Source: an optimization exercise on an open RTL-to-GDS flow (aim: a short achievable clock period and few clock cycles). Production flows keep margins and buffers that such runs may drop. Function was checked by simulation only, so behaviour that the tests miss may differ from the original. Power and IR drop assume default switching activity.

==> design/flow/design.v <==
`timescale 1ns/1ps
module alu (output reg [31:0] result,
            output reg zero,
    		input wire [31:0] op1,
    		input wire [31:0] op2,
    		input wire [3:0] alu_op);
  parameter [3:0] ALU_AND = 4'b0000,
                  ALU_OR = 4'b0001,
                  ALU_ADD = 4'b0010,
                  ALU_SUB = 4'b0110,
                  ALU_LESS = 4'b0100,
                  ALU_SHIFTR = 4'b1000,
                  ALU_SHIFTL = 4'b1001,
                  ALU_ARITHMR = 4'b1100,
                  ALU_XOR = 4'b0101;
  always @(*) 
    begin
      case (alu_op)  
        ALU_AND: result = op1 & op2;
        ALU_OR:  result = op1 | op2;
		ALU_ADD: result = op1 + op2;
		ALU_SUB: result = op1 - op2;
		ALU_LESS:  result = ($signed(op1) < $signed(op2)) ? 32'b1 : 32'b0;
		ALU_SHIFTR: result = op1 >> op2[4:0];
		ALU_SHIFTL: result = op1 << op2[4:0];
		ALU_ARITHMR: result = $signed(op1) >>> op2[4:0];
		ALU_XOR: result = op1 ^ op2;
        default: result = 32'b0;
      endcase
    end
  always @(*) 
    begin  
      zero = (result == 32'b0) ? 1'b1 : 1'b0;
    end
endmodule
`timescale 1ns/1ps
module regfile #(parameter DATAWIDTH = 32,  
                 parameter COUNT = 32)  
  (output wire [DATAWIDTH-1:0] readData1,  
   output wire [DATAWIDTH-1:0] readData2,  
   input wire clk,  
   input wire [4:0] readReg1,  
   input wire [4:0] readReg2,  
   input wire [4:0] writeReg,  
   input wire [DATAWIDTH-1:0] writeData,  
   input wire write);  
  reg[DATAWIDTH-1:0] registers [0:COUNT-1];  
  always @(posedge clk)
    begin
      if(write)  
        begin
          registers[writeReg] <= writeData;
        end
    end
  assign readData1 = (readReg1 == 5'd0) ? {DATAWIDTH{1'b0}} : registers[readReg1];
  assign readData2 = (readReg2 == 5'd0) ? {DATAWIDTH{1'b0}} : registers[readReg2];
endmodule
`timescale 1ns/1ps
module datapath #(parameter [31:0] INITIAL_PC = 32'h00400000)
(
  	output reg [31:0] PC,  
    output wire Zero,  
  	output wire [31:0] dAddress,  
  	output wire [31:0] dWriteData,  
  	output wire [31:0] WriteBackData,  
    input wire clk,  
    input wire rst,  
  	input wire [31:0] instr,  
    input wire PCSrc,  
    input wire ALUSrc,  
    input wire RegWrite,  
 	input wire MemToReg,  
  	input wire [3:0] ALUCtrl,  
  	input wire loadPC,  
  	input wire [31:0] dReadData);  
    wire [6:0] opcode = instr[6:0];
    wire [4:0] rd = instr[11:7];
    wire [2:0] funct3 = instr[14:12];
    wire [4:0] rs1 = instr[19:15];
    wire [4:0] rs2 = instr[24:20];
    wire [6:0] funct7 = instr[31:25];
    reg [31:0] imm;
    always @(*) begin
        case (opcode)
            7'b0010011, 7'b0000011, 7'b1100111:  
                imm = {{20{instr[31]}}, instr[31:20]};
            7'b0100011:  
                imm = {{20{instr[31]}}, instr[31:25], instr[11:7]};
            7'b1100011:  
                imm = {{19{instr[31]}}, instr[31], instr[7], instr[30:25], instr[11:8], 1'b0};
            7'b0110111, 7'b0010111:  
                imm = {instr[31:12], 12'b0};
            7'b1101111:  
                imm = {{11{instr[31]}}, instr[31], instr[19:12], instr[20], instr[30:21], 1'b0};
            default:
                imm = 32'b0;
        endcase
    end
    wire [31:0] readData1, readData2;
    regfile #(32, 32) regfile_inst (
      .readData1(readData1),
      .readData2(readData2),
      .clk(clk),
      .readReg1(rs1),
      .readReg2(rs2),
      .writeReg(rd),
      .writeData(WriteBackData),
      .write(RegWrite)
    );
  wire [31:0] alu_op2 = ALUSrc ? imm : readData2;
  wire [31:0] aluResult;
  alu alu_inst (
    .result(aluResult),
    .zero(Zero),
    .op1(readData1),
    .op2(alu_op2),
    .alu_op(ALUCtrl)
  );
  assign dAddress = aluResult;
  assign dWriteData = readData2;
  assign WriteBackData = MemToReg ? dReadData : aluResult;
  always @(posedge clk)
    begin
      if(rst)  
        PC <= INITIAL_PC;
      else if(loadPC)  
        PC <= PCSrc ? (PC + imm) : PC + 4;  
    end
endmodule
`timescale 1ns/1ps
module top_proc #(parameter [31:0] INITIAL_PC = 32'h00400000)
  (
    output wire [31:0] PC,             
    output wire [31:0] dAddress,       
    output wire [31:0] dWriteData,     
    output wire MemRead,               
    output wire MemWrite,              
    input wire clk,                    
    input wire rst,                    
    input wire [31:0] instr,           
    input wire [31:0] dReadData);      
  localparam [6:0] OP_R    = 7'b0110011,
                   OP_I    = 7'b0010011,
                   OP_LW   = 7'b0000011,
                   OP_SW   = 7'b0100011,
                   OP_BEQ  = 7'b1100011;
  localparam [2:0] S_IF  = 3'd0,
                   S_ID  = 3'd1,
                   S_EX  = 3'd2,
                   S_MEM = 3'd3,
                   S_WB  = 3'd4;
  wire [6:0] opcode = instr[6:0];
  wire [2:0] funct3 = instr[14:12];
  wire [6:0] funct7 = instr[31:25];
  wire is_r   = (opcode == OP_R);
  wire is_i   = (opcode == OP_I);
  wire is_lw  = (opcode == OP_LW);
  wire is_sw  = (opcode == OP_SW);
  wire is_beq = (opcode == OP_BEQ);
  reg [2:0] state;
  always @(posedge clk)
    begin
      if (rst)
        state <= S_IF;
      else
        case (state)
          S_IF:    state <= S_ID;
          S_ID:    state <= S_EX;
          S_EX:    state <= S_MEM;
          S_MEM:   state <= S_WB;
          default: state <= S_IF;
        endcase
    end
  reg [3:0] ALUCtrl;
  always @(*)
    begin
      if (is_lw || is_sw)
        ALUCtrl = 4'b0010;                  
      else if (is_beq)
        ALUCtrl = 4'b0110;                  
      else
        case (funct3)
          3'b000:  ALUCtrl = (is_r && funct7[5]) ? 4'b0110 : 4'b0010;  
          3'b001:  ALUCtrl = 4'b1001;       
          3'b010:  ALUCtrl = 4'b0100;       
          3'b100:  ALUCtrl = 4'b0101;       
          3'b101:  ALUCtrl = funct7[5] ? 4'b1100 : 4'b1000;  
          3'b110:  ALUCtrl = 4'b0001;       
          default: ALUCtrl = 4'b0000;       
        endcase
    end
  wire Zero;
  wire [31:0] WriteBackData;
  wire in_mem = (state == S_MEM);
  wire in_wb  = (state == S_WB);
  assign MemRead  = (in_mem | in_wb) & is_lw;
  assign MemWrite = in_mem & is_sw;
  wire RegWrite = in_wb & (is_r | is_i | is_lw);
  wire loadPC   = in_wb;
  wire PCSrc    = is_beq & Zero;
  wire ALUSrc   = is_i | is_lw | is_sw;
  wire MemToReg = is_lw;
  datapath #(
    .INITIAL_PC(INITIAL_PC)
  ) datapath_inst (
    .PC(PC),
    .Zero(Zero),
    .dAddress(dAddress),
    .dWriteData(dWriteData),
    .WriteBackData(WriteBackData),
    .clk(clk),
    .rst(rst),
    .instr(instr),
    .PCSrc(PCSrc),
    .ALUSrc(ALUSrc),
    .RegWrite(RegWrite),
    .MemToReg(MemToReg),
    .ALUCtrl(ALUCtrl),
    .loadPC(loadPC),
    .dReadData(dReadData)
  );
endmodule
==> design/flow/run.sh <==
#!/bin/bash
# synth_recipe.tcl (not shown) runs the flow's synth.tcl, then flattens the netlist and writes it again
# the make line also repeats each setting of config.mk as NAME=value (left out here)
make -C /OpenROAD-flow-scripts/flow DESIGN_CONFIG=/design/flow/config.mk WORK_HOME=/design/flow/orfs CLKGATE_MAP_FILE= SYNTH_SCRIPT=/design/flow/synth_recipe.tcl finish
==> design/flow/config.mk <==
export PLATFORM = sky130hd
export DESIGN_NAME = top_proc
export DESIGN_NICKNAME = top_proc
export VERILOG_FILES = /design/flow/design.v
export SDC_FILE = /design/flow/constraint.sdc
export NUM_CORES = 4
export LEC_CHECK = 0
export CAP_MARGIN = 20
export CORE_MARGIN = 2
export CORE_UTILIZATION = 40
export PLACE_DENSITY = 0.6
export SLEW_MARGIN = 20
==> design/flow/constraint.sdc <==
create_clock -name core_clock -period 13.0 [get_ports {clk}]
set_input_delay 2.6000 -clock core_clock [delete_from_list [all_inputs] [get_ports {clk}]]
set_output_delay 2.6000 -clock core_clock [all_outputs]
set_load 0.01 [all_outputs]
==> results.sh <==
export IMPL_min_delay_path_depth=2
export IMPL_max_clock_path_buffers=3
export IMPL_timing_setup_critical_path_class="in2out"
export IMPL_power_net_switching_uw=2970
export IMPL_ys_flop_type="edfxtp_1"
export IMPL_layout_cell_area_non_filler_um2=70200
export IMPL_cts_buffers_inserted=105
export IMPL_clock_skew_ns=0.0765
export IMPL_clock_power_share_pct=32.9
export IMPL_route_detailed_vias_per_inst=6.71
export IMPL_largest_net_degree_at_the_start_of_global_routing=107
export IMPL_critPathRequiredTime_ns=10.40
export IMPL_power_switching_share_pct=31.1
export IMPL_worst_slew_pin_slew_ns=1.15
export IMPL_grt_usage_pct=31.3
export IMPL_globalRouteOverflowTotal=0
export IMPL_dr_total_vias=47100
export IMPL_finalWeightedCongestion=1.04
export IMPL_detailed_router_iteration_count_before_antenna_repair=7
export IMPL_max_vdd_ir_drop_mv=0.113
export IMPL_post_cts_setup_buffers=0
export IMPL_flop_and_latch_count_out_of_synthesis=1059
export IMPL_grt_first_pass_wirelength_um=349000
export IMPL_syn2layout_area_growth_pct=14.1
export IMPL_mappedNetlistNets=4923
export IMPL_synth_edff_count=1024
export IMPL_drt_wirelength_per_cell_um=35.7
export IMPL_dpl_hpwl_um=166000
export IMPL_min_delay_path_class="reg2reg"
export IMPL_cap_viol_max_count=0
export IMPL_result_of_the_run="no timing/DRC/antenna violations"
export IMPL_synth_async_sr_flop_share_pct=0
export IMPL_power_internal_uw=6570
export IMPL_wirelength_um=251000
export IMPL_worstSetupEndpointType="output port"
export IMPL_synth_lib_cells_used_distinct=97
export IMPL_min_period_over_period_pct=98.5
export IMPL_share_comb_of_total_power_pct=24.7
export IMPL_clock_insertion_delay_worst_skew_ns=0.76
export IMPL_setup_tns_final_ns=0
export IMPL_placement_setup_worst_slack_ns=0.0632
export IMPL_finalHoldViolCount=0
export IMPL_final_ws_setup_ns=0.189
export IMPL_hold_buffers=0
export IMPL_core_area_um2=152000
export IMPL_floorplan_rows=143
export IMPL_cts_sink_count=1059
export IMPL_syn_area_um2=61500
export IMPL_postRouteAntennaNets=0
export IMPL_layout_drive_gt1_share_pct=19.0
export IMPL_yosys_warnings=4
export IMPL_total_leakage_power_uw=0.0244
export IMPL_tritoncts_clock_tree="yes"
export IMPL_design_portCount=164
export IMPL_layout_cells_most_common="edfxtp_1"
export IMPL_first_global_vias=45300
export IMPL_grt_antenna_before_repair=5
export IMPL_cp_data_arrival_time_ns=10.21
export IMPL_htreeDepth=3
export IMPL_final_cell_mix="edfxtp_1 (1024), mux2i_1 (413), mux4_2 (390), nor2_1 (285), nand2_1 (266)"
export IMPL_clock_root_buffer="clkbuf_16"
export IMPL_setup_violations_final=0
export IMPL_reg2reg_depth=28
export IMPL_cp_max_fo=14
export IMPL_syn_mean_instance_area_um2=13.0
export IMPL_ys_seq_area_share_pct=51.2
export IMPL_post_route_util_pct=46.1
export IMPL_start_kind="input pin"
export IMPL_detailed_place_area_um2=66600
export IMPL_die_width_um=396
export IMPL_die_y_um=396
export IMPL_layout_filler_cells=13400
export IMPL_drv_slew=0
export IMPL_drt_first_iter_violations=6532
export IMPL_fmaxAchievable_mhz=78.1
export IMPL_dieArea_um2=157000
export IMPL_buffer_ports_inserted=163
export IMPL_clkTransAtPathRegs_ns=0.06
export IMPL_worst_slew_margin_relative_to_its_limit_pct=21.7
export IMPL_drcViolationCount=0
export IMPL_period_needed_ns=12.81
export IMPL_power_density_nw_per_um2=136
export IMPL_initial_utilization_pct=40.4
export IMPL_sequentialPowerShare_pct=42.4
export IMPL_post_layout_nets=5098
export IMPL_setup_repair_after_global_routing_missed_its_margin="no"
export IMPL_synthesis_instances=4722
cell type report:
type | count | area, um^2 | share of cell area [%]
inverter | 115 | 432 | 0.615
sequential | 1059 | 31500 | 44.8
tap | 2030 | 2540 | 3.62
timing repair buffer | 420 | 3700 | 5.27
clock buffer | 134 | 2760 | 3.93
clock inverter | 62 | 757 | 1.08
antenna | 5 | 12.5 | 0.0178
multi-input combinational | 3196 | 28500 | 40.6
kinds of logic after synthesis:
family / after synthesis / share of synthesized area [%]
simple gates: 1171 / 9.21
mux: 814 / 21.2
buf+inv: 467 / 3.22
fa+ha+maj: 135 / 2.78
compound gates: 1038 / 11.9
xor+xnor: 38 / 0.541
flops: 1059 / 51.2
flip-flops by register name, summed over array words and instances (netlist names):
| name | cells |
|---|---|
| datapath_inst.PC | 32 |
| datapath_inst.regfile_inst.registers | 1024 |
| state | 3 |
routing by layer:
layer,vias to the layer above,routed length [um],track usage (%),share of wire (%)
met2,2973,116000,49.9,46
met4,0,16500,17.4,6.6
li1,19400,-,-,-
met1,24100,94700,40.7,38
met3,630,23800,5.33,9.5
met5,-,0,0,0
worst paths after layout:
| check | from | end | slack (ns) |
|---|---|---|---|
| worst max register to register | datapath_inst.regfile_inst.registers[3][5] | datapath_inst.PC[27] | 4.41 |
| worst max-delay path | instr[3] | dAddress[30] | 0.19 |
| worst min-delay path | datapath_inst.PC[0] | datapath_inst.PC[0] | 0.49 |
| worst min register to register | datapath_inst.PC[0] | datapath_inst.PC[0] | 0.49 |
per-stage QoR:
stage / hold slack [ns] / power (uW) / instances
global placement: 0.478 / 6400 / 6816
finish: 0.492 / 9540 / 7021
global route: 0.526 / 9800 / 7017
detailed placement: 0.490 / 6400 / 6817
floorplan: 0.463 / 5360 / 4722
CTS: 0.498 / 9500 / 7013
cell usage after synthesis (18+ instances only):
cell      instances  share of area (%)
a22o_1           28               0.40
o22ai_1          58               0.59
edfxtp_1       1024                 50
o21a_1           19               0.23
a211oi_1         65               0.79
a21o_1           42               0.51
nor4_1           40               0.41
dfxtp_1          35                1.1
or3_1            23               0.23
a21oi_1         187                1.5
a221oi_1         28               0.40
and2_1           27               0.27
mux2i_1         413                6.7
nand3_1         150                1.2
nand4_1          31               0.32
mux4_2          390                 14
xnor2_1          19               0.27
a22oi_1         174                2.1
o211ai_1         57               0.70
nor2_1          333                2.0
nand2_1         271                1.7
ha_1            132                2.7
xor2_1           19               0.27
nand2b_1         18               0.18
o21ai_0         106               0.86
nor2b_1          34               0.35
buf_1            64               0.39
inv_1           108               0.66
buf_2            84               0.68
a31oi_1          42               0.43
or2_2            21               0.21
and3_1           35               0.36
clkbuf_1        183                1.1
nor3_1          116               0.94
power groups by stage:
stage / clock network, uW / logic, uW / registers [uW]
after global placement: 0 / 2280 / 4120
final: 3140 / 2360 / 4040
after detailed placement: 0 / 2280 / 4120
after floorplan: 0 / 1240 / 4120
after global routing: 3290 / 2470 / 4040
after CTS: 3170 / 2290 / 4040
repair_timing:
action                                 CTS  global route
endpoints found under the hold margin    0             0
setup endpoints to repair                0             2
resized for setup                        0             2
critical path, cell delays in order:
cell             delay, ns
clkdlybuf4s50_1       0.54
or4bb_1               0.58
nor2_1                0.48
o21a_1                0.67
a21o_1                0.58
nand2_1               0.48
nand2_1               0.28
inv_1                 0.10
ha_1                  0.25
or3_1                 0.31
o31ai_1               0.44
o21ai_0               0.27
a211oi_1              0.38
o211a_1               0.19
o21ai_0               0.08
buf_4                 0.16
a21oi_1               0.14
o21bai_1              0.09
a221o_1               0.32
a21oi_2               0.47
buf_4                 0.24
inv_1                 0.04
clkdlybuf4s50_1       0.46
Testbench counts, summed over its fixed seeds: cycles 81,386.

[what the ideal ports hide]
The flow's constraints put no driver on any port. The routed layout listed below was extracted and timed again, unchanged, in two steps.
Step 1 assumes that a clkbuf_16 drives the clock port and a buf_2 every other input.
Step 2, shift: input delay + t, output delay - t, t = (earliest + latest rising clock arrival at the registers) / 2. This alone moves slack from input paths to output paths.
Slacks: ideal / step 1 / step 2; pairs: ideal / step 1.
t, ns: 0.796
setup slack, ns: 0.189 / 0.114 / 0.114
slew at the worst register clock pin (ns): 0.07 / 0.07
After both steps this run still meets setup and hold. The setup slack of this run moves by -0.075 ns with the drivers and by -0.075 ns with both steps.
